What follows belongs to an exercise in optimizing a design on an open flow for small area; a production flow would make more cautious choices. The RTL was checked by simulation tests, not by an equivalence proof against the original design.

==> inputs of harbor <==
==> flow/design.v <==
module fifo
#(
    parameter DATA_WIDTH = 20,
    parameter FIFO_DEPTH = 16,
    parameter ADDR_WIDTH = 4
)
(
    input  wire                  clk,
    input  wire                  rst,
    input  wire                  wr_en,
    input  wire                  rd_en,
    input  wire [DATA_WIDTH-1:0] wr_data,
    output wire [DATA_WIDTH-1:0] rd_data,
    output wire                  full,
    output wire                  empty
);
    reg [DATA_WIDTH-1:0] fifo_mem [0:FIFO_DEPTH-1];
    reg [ADDR_WIDTH:0]   wr_ptr;
    reg [ADDR_WIDTH:0]   rd_ptr;
    wire push = wr_en && !full;
    wire pop  = rd_en && !empty;
    always @(posedge clk) begin
        if (push)
            fifo_mem[wr_ptr[ADDR_WIDTH-1:0]] <= wr_data;
    end
    always @(posedge clk or posedge rst) begin
        if (rst) begin
            wr_ptr <= 0;
            rd_ptr <= 0;
        end else begin
            if (push) wr_ptr <= wr_ptr + 1'b1;
            if (pop)  rd_ptr <= rd_ptr + 1'b1;
        end
    end
    reg [DATA_WIDTH-1:0] rd_mux;
    integer k;
    always @(*) begin
        rd_mux = {DATA_WIDTH{1'b0}};
        for (k = 0; k < FIFO_DEPTH; k = k + 1)
            rd_mux = rd_mux | (fifo_mem[k] & {DATA_WIDTH{rd_ptr[ADDR_WIDTH-1:0] == k}});
    end
    assign rd_data = rd_mux;
    assign empty = (wr_ptr == rd_ptr);
    assign full  = (wr_ptr == {~rd_ptr[ADDR_WIDTH], rd_ptr[ADDR_WIDTH-1:0]});
endmodule
module LIF_neuron
(
    input  wire       clk,
    input  wire       rst,
    input  wire       fire,       
    input  wire       load,       
    input  wire [6:0] load_val,
    output wire       ge_thr,     
    output reg  [6:0] pot_lo
);
    assign ge_thr = (pot_lo >= 7'd100);
    always @(posedge clk or posedge rst) begin
        if (rst)
            pot_lo <= 7'd0;
        else if (fire)
            pot_lo <= 7'd0;
        else if (load)
            pot_lo <= load_val;
        else if (pot_lo != 7'd0)
            pot_lo <= pot_lo - 7'd1;
    end
endmodule
module snn_core
#(
    parameter N_NEURONS  = 16,
    parameter ID_WIDTH   = 4,
    parameter DATA_WIDTH = 16,
    parameter FIFO_DEPTH = 16,
    parameter FIFO_AW    = 4
)
(
    input  wire                               clk,
    input  wire                               rst,
    input  wire                               ev_valid,
    input  wire [ID_WIDTH+DATA_WIDTH-1:0]     ev_data,
    input  wire                               run,
    output wire                               full,
    output wire                               empty,
    output wire [N_NEURONS-1:0]               spike_out,
    output wire [N_NEURONS*DATA_WIDTH-1:0]    potential
);
    wire [ID_WIDTH+DATA_WIDTH-1:0] head;
    fifo #(
        .DATA_WIDTH (ID_WIDTH+DATA_WIDTH),
        .FIFO_DEPTH (FIFO_DEPTH),
        .ADDR_WIDTH (FIFO_AW)
    ) u_queue (
        .clk     (clk),
        .rst     (rst),
        .wr_en   (ev_valid),
        .rd_en   (run),
        .wr_data (ev_data),
        .rd_data (head),
        .full    (full),
        .empty   (empty)
    );
    wire                  deliver = run && !empty;
    wire [ID_WIDTH-1:0]   head_id = head[ID_WIDTH+DATA_WIDTH-1:DATA_WIDTH];
    wire [DATA_WIDTH-1:0] head_w  = head[DATA_WIDTH-1:0];
    reg  [ID_WIDTH-1:0]   last_id;
    reg  [8:0]            hi;
    reg  [ID_WIDTH-1:0]   spk_id;
    reg                   spk_v;
    wire                  hi_nz = |hi;
    wire [6:0]            lo     [0:N_NEURONS-1];
    wire [N_NEURONS-1:0]  ge_thr;
    wire [N_NEURONS-1:0]  fire;
    wire [N_NEURONS-1:0]  addr;
    reg  [6:0]            sel_lo;
    integer k;
    always @(*) begin
        sel_lo = 7'd0;
        for (k = 0; k < N_NEURONS; k = k + 1)
            sel_lo = sel_lo | (lo[k] & {7{addr[k]}});
    end
    wire [DATA_WIDTH-1:0] y_raw = {9'd0, sel_lo} + head_w - 1'b1;
    wire [DATA_WIDTH-1:0] y     = (&y_raw) ? {DATA_WIDTH{1'b0}} : y_raw;
    wire fire_tgt = |(addr & fire);
    wire load_hi  = deliver && !fire_tgt;
    genvar i;
    generate
        for (i = 0; i < N_NEURONS; i = i + 1) begin : g_neuron
            assign addr[i] = deliver && (head_id == i);
            assign fire[i] = ge_thr[i] || (hi_nz && (last_id == i));
            LIF_neuron u_neuron (
                .clk      (clk),
                .rst      (rst),
                .fire     (fire[i]),
                .load     (addr[i]),
                .load_val (y[6:0]),
                .ge_thr   (ge_thr[i]),
                .pot_lo   (lo[i])
            );
            assign potential[i*DATA_WIDTH +: 7] = lo[i];
            assign potential[i*DATA_WIDTH+7 +: 9] = (last_id == i) ? hi : 9'd0;
            assign spike_out[i] = spk_v && (spk_id == i);
        end
    endgenerate
    always @(posedge clk or posedge rst) begin
        if (rst) begin
            last_id <= 0;
            hi      <= 9'd0;
            spk_id  <= 0;
            spk_v   <= 1'b0;
        end else begin
            if (deliver) last_id <= head_id;
            hi     <= load_hi ? y[15:7] : 9'd0;
            spk_id <= last_id;
            spk_v  <= |fire;
        end
    end
endmodule
==> flow/flow/run.sh <==
#!/bin/bash
set -euo pipefail
echo 'export BUFFER_PORTS_ARGS = -buffer_cell sky130_fd_sc_hd__buf_1' >> config.mk
bash standard.sh > standard_flow.log 2>&1
==> flow/standard.sh <==
#!/bin/bash
# synth_recipe.tcl (not shown) runs the flow's synth.tcl, then flattens the netlist and writes it again
# the make line also repeats each setting of config.mk as NAME=value (left out here)
make -C /OpenROAD-flow-scripts/flow DESIGN_CONFIG=/design/flow/config.mk WORK_HOME=/design/flow/orfs CLKGATE_MAP_FILE= SYNTH_SCRIPT=/design/flow/synth_recipe.tcl "${@:-finish}"
==> flow/config.mk <==
export PLATFORM = sky130hd
export DESIGN_NAME = snn_core
export DESIGN_NICKNAME = snn_core
export VERILOG_FILES = /design/flow/design.v
export SDC_FILE = /design/flow/constraint.sdc
export NUM_CORES = 4
export LEC_CHECK = 0
export CAP_MARGIN = 20
export CORE_MARGIN = 2
export CORE_UTILIZATION = 40
export CTS_BUF_LIST = sky130_fd_sc_hd__clkbuf_8
export PLACE_DENSITY = 0.6
export SLEW_MARGIN = 20
export BUFFER_PORTS_ARGS = -buffer_cell sky130_fd_sc_hd__buf_1
==> flow/constraint.sdc <==
create_clock -name core_clock -period 10.0 [get_ports {clk}]
set_input_delay 2.0000 -clock core_clock [delete_from_list [all_inputs] [get_ports {clk}]]
set_output_delay 2.0000 -clock core_clock [all_outputs]
set_load 0.01 [all_outputs]
==> zinc (differences from harbor) <==
==> flow/design.v, changed modules only <==
module fifo
#(
    parameter DATA_WIDTH = 20,
    parameter FIFO_DEPTH = 16,
    parameter ADDR_WIDTH = 4
)
(
    input  wire                  clk,
    input  wire                  rst,
    input  wire                  wr_en,
    input  wire                  rd_en,
    input  wire [DATA_WIDTH-1:0] wr_data,
    output wire [DATA_WIDTH-1:0] rd_data,
    output wire                  full,
    output wire                  empty
);
    reg [DATA_WIDTH-1:0] fifo_mem [0:FIFO_DEPTH-1];
    reg [ADDR_WIDTH:0]   head_idx;
    assign empty = head_idx[ADDR_WIDTH];
    assign full  = (head_idx == FIFO_DEPTH - 1);
    wire push = wr_en && !full;
    wire pop  = rd_en && !empty;
    integer k;
    always @(posedge clk) begin
        if (push) begin
            fifo_mem[0] <= wr_data;
            for (k = 1; k < FIFO_DEPTH; k = k + 1)
                fifo_mem[k] <= fifo_mem[k-1];
        end
    end
    always @(posedge clk or posedge rst) begin
        if (rst)
            head_idx <= {(ADDR_WIDTH+1){1'b1}};
        else if (push && !pop)
            head_idx <= head_idx + 1'b1;
        else if (pop && !push)
            head_idx <= head_idx - 1'b1;
    end
    reg [DATA_WIDTH-1:0] rd_mux;
    always @(*) begin
        rd_mux = {DATA_WIDTH{1'b0}};
        for (k = 0; k < FIFO_DEPTH; k = k + 1)
            rd_mux = rd_mux | (fifo_mem[k] & {DATA_WIDTH{head_idx[ADDR_WIDTH-1:0] == k}});
    end
    assign rd_data = rd_mux;
endmodule
module LIF_neuron
(
    input  wire       clk,
    input  wire       rst,
    input  wire       fire,       
    input  wire       load,       
    input  wire [6:0] load_val,   
    output reg  [6:0] pot_lo,
    output wire [6:0] pot_dec,    
    output wire       pot_zero    
);
    wire [7:0] zero_below;
    assign zero_below[0] = 1'b1;
    genvar k;
    generate
        for (k = 1; k < 8; k = k + 1) begin : g_z
            assign zero_below[k] = zero_below[k-1] & ~pot_lo[k-1];
        end
    endgenerate
    assign pot_dec  = pot_lo ^ zero_below[6:0];
    assign pot_zero = zero_below[7];
    wire keep = ~fire & ~load & ~pot_zero;
    always @(posedge clk or posedge rst) begin
        if (rst)
            pot_lo <= 7'd0;
        else
            pot_lo <= ({7{keep}} & pot_dec) | ({7{load}} & load_val);
    end
endmodule
module snn_core
#(
    parameter N_NEURONS  = 16,
    parameter ID_WIDTH   = 4,
    parameter DATA_WIDTH = 16,
    parameter FIFO_DEPTH = 16,
    parameter FIFO_AW    = 4
)
(
    input  wire                               clk,
    input  wire                               rst,
    input  wire                               ev_valid,
    input  wire [ID_WIDTH+DATA_WIDTH-1:0]     ev_data,
    input  wire                               run,
    output wire                               full,
    output wire                               empty,
    output wire [N_NEURONS-1:0]               spike_out,
    output wire [N_NEURONS*DATA_WIDTH-1:0]    potential
);
    localparam THRESHOLD = 100;
    wire [ID_WIDTH+DATA_WIDTH-1:0] head;
    fifo #(
        .DATA_WIDTH (ID_WIDTH+DATA_WIDTH),
        .FIFO_DEPTH (FIFO_DEPTH),
        .ADDR_WIDTH (FIFO_AW)
    ) u_queue (
        .clk     (clk),
        .rst     (rst),
        .wr_en   (ev_valid),
        .rd_en   (run),
        .wr_data (ev_data),
        .rd_data (head),
        .full    (full),
        .empty   (empty)
    );
    wire                  deliver = run && !empty;
    wire [ID_WIDTH-1:0]   head_id = head[ID_WIDTH+DATA_WIDTH-1:DATA_WIDTH];
    wire [DATA_WIDTH-1:0] head_w  = head[DATA_WIDTH-1:0];
    reg  [ID_WIDTH-1:0]   last_id;
    reg  [8:0]            hi_n;
    reg                   at_thr;
    reg  [ID_WIDTH-1:0]   spk_id;
    reg                   spk_v;
    wire [6:0]            lo     [0:N_NEURONS-1];
    wire [6:0]            dec    [0:N_NEURONS-1];
    wire [N_NEURONS-1:0]  zero;
    wire [N_NEURONS-1:0]  fire;
    wire [N_NEURONS-1:0]  addr;
    reg  [6:0]            sel_dec;
    reg                   sel_zero;
    integer k;
    always @(*) begin
        sel_dec  = 7'd0;
        sel_zero = 1'b0;
        for (k = 0; k < N_NEURONS; k = k + 1) begin
            sel_dec  = sel_dec  | (dec[k] & {7{addr[k]}});
            sel_zero = sel_zero | (zero[k] & addr[k]);
        end
    end
    wire [DATA_WIDTH-1:0] y_raw = head_w + {{9{sel_zero}}, sel_dec};
    wire fire_tgt = |(addr & fire);
    wire y_ok     = deliver & ~fire_tgt & ~(&y_raw);
    wire [DATA_WIDTH-1:0] y = y_raw & {DATA_WIDTH{y_ok}};
    genvar i;
    generate
        for (i = 0; i < N_NEURONS; i = i + 1) begin : g_neuron
            assign addr[i] = deliver && (head_id == i);
            assign fire[i] = at_thr && (last_id == i);
            LIF_neuron u_neuron (
                .clk      (clk),
                .rst      (rst),
                .fire     (fire[i]),
                .load     (addr[i]),
                .load_val (y[6:0]),
                .pot_lo   (lo[i]),
                .pot_dec  (dec[i]),
                .pot_zero (zero[i])
            );
            assign potential[i*DATA_WIDTH +: 7] = lo[i];
            assign potential[i*DATA_WIDTH+7 +: 9] = (last_id == i) ? ~hi_n : 9'd0;
            assign spike_out[i] = spk_v && (spk_id == i);
        end
    endgenerate
    always @(posedge clk or posedge rst) begin
        if (rst) begin
            last_id <= 0;
            hi_n    <= 9'h1ff;
            at_thr  <= 1'b0;
            spk_id  <= 0;
            spk_v   <= 1'b0;
        end else begin
            if (deliver) last_id <= head_id;
            hi_n   <= ~y[15:7];
            at_thr <= (y >= THRESHOLD);
            spk_id <= last_id;
            spk_v  <= at_thr;
        end
    end
endmodule
==> flow/flow/run.sh (replaced) <==
#!/bin/bash
# The standard layout with three changes:
#  - synthesis maps with an area-oriented ABC script (flow/abc_area.script:
#    delay relaxed, then an area remap; no buffering or upsizing in ABC, the
#    resizer buffers later as needed) in place of ORFS's abc_speed.script;
#  - synthesis leaves adders to ABC (no ADDER_MAP_FILE half/full adder cells);
#  - the port buffers are the smallest buffer (buf_1).
# Everything else, the synthesis script included, is the standard flow's own.
set -euo pipefail
W=$(pwd)
cat >> config.mk <<'MK'
export BUFFER_PORTS_ARGS = -buffer_cell sky130_fd_sc_hd__buf_1
export ADDER_MAP_FILE =
MK
rm -rf "$W/synth_scripts"
cp -r "$FLOW_HOME/scripts" "$W/synth_scripts"
cp "$W/flow/abc_area.script" "$W/synth_scripts/abc_speed.script"
SCRIPTS_DIR="$W/synth_scripts" bash standard.sh synth > synth_flow.log 2>&1
bash standard.sh > standard_flow.log 2>&1
==> flow/flow/abc_area.script (new file) <==
&get -n
&st
&dch
&nf -R 1000 -C 32
&put
strash
dc2
dch
amap
Settings changed: CAP_MARGIN 20 to 0, CORE_UTILIZATION 40 to 60, CTS_CLUSTER_DIAMETER from default to 60, CTS_CLUSTER_SIZE from default to 16, PLACE_DENSITY 0.6 to 0.75, SLEW_MARGIN 20 to 0.
==> summary.md <==
| Metric | Value |
|---|---|
| Outcome | `complete, no violations` |
| Post-synth top cells | `nor2_1 (343), edfxtp_1 (320), o22ai_1 (160), dfrtp_1 (122), clkinv_1 (119)` |
| Syn avg cell area | `11.81 sq um` |
| Post-synthesis cell area | `19100 sq um` |
| WL met2 | `~26000 microns` |
| Initial drt markers | `2302` |
| Hold Path Depth | `0` |
| H-tree depth | `2` |
| Compound-Gate Fraction of Synth Area | `0.1611` |
| Hpwl dp | `39440 microns` |
| Non-clk bufs | `between 300 and 400` |
| Critical Path Start | `u_queue.head_idx[1]` |
| Synth unique cells | `40` |
| Multi-input gate count | `1043` |
That was zinc.
==> summary.md <==
| Metric | Value |
|---|---|
| Initial drt markers | `2099` |
| CP required | `10.50 ns` |
| Hold Path Depth | `1` |
| H-tree depth | `3` |
| Cts repair resizes | `0` |
| Compound-Gate Fraction of Synth Area | `0.1548` |
| FFs & Latches | `460` |
| Hpwl dp | `54700 microns` |
| Non-clk bufs | `353` |
| Post-synthesis cell area | `about 23000 sq um` |
| Synth unique cells | `82` |
| DRT Pass-1 Iters | `6` |
| Post-synth top cells | `edfxtp_1 (320), nand2_1 (168), and2_1 (148), dfrtp_1 (140), a22oi_1 (130)` |
| Outcome | `complete, no violations` |
| Multi-input gate count | `1346` |
That was harbor.

[separate check: timing with driven ports]
The results above use ideal ports. As a check the final layouts listed here were re-extracted and re-timed, cells and wires unchanged.
Step 1 (the two cells are an assumption about what drives the block):
set clk [get_ports {clk}]
set_driving_cell -lib_cell sky130_fd_sc_hd__clkbuf_16 $clk
set_driving_cell -lib_cell sky130_fd_sc_hd__buf_2 [delete_from_list [all_inputs] $clk]
Step 2 adds t to the input delays and takes it off the output delays; t is the mean of the earliest and latest rising clock arrival at the registers after step 1. Input paths then give back, and output paths get back, about the clock's delay inside the block.
Three values: no drivers, after step 1, after step 2; two values: the first two.
run | t (ns) | setup WS [ns] | hold slack, ns | clock arrival spread, ns
harbor | 0.744 | 1.683 / 1.683 / 1.567 | 0.483 / 0.483 / 0.483 | 0.057 / 0.057
zinc | 0.619 | 0.938 / 0.938 / 0.720 | 0.441 / 0.441 / 0.441 | 0.029 / 0.030
After both steps every run listed still meets setup and hold. The setup slack of zinc, which loses most, moves by 0.000 ns with the drivers and by -0.218 ns with both steps.
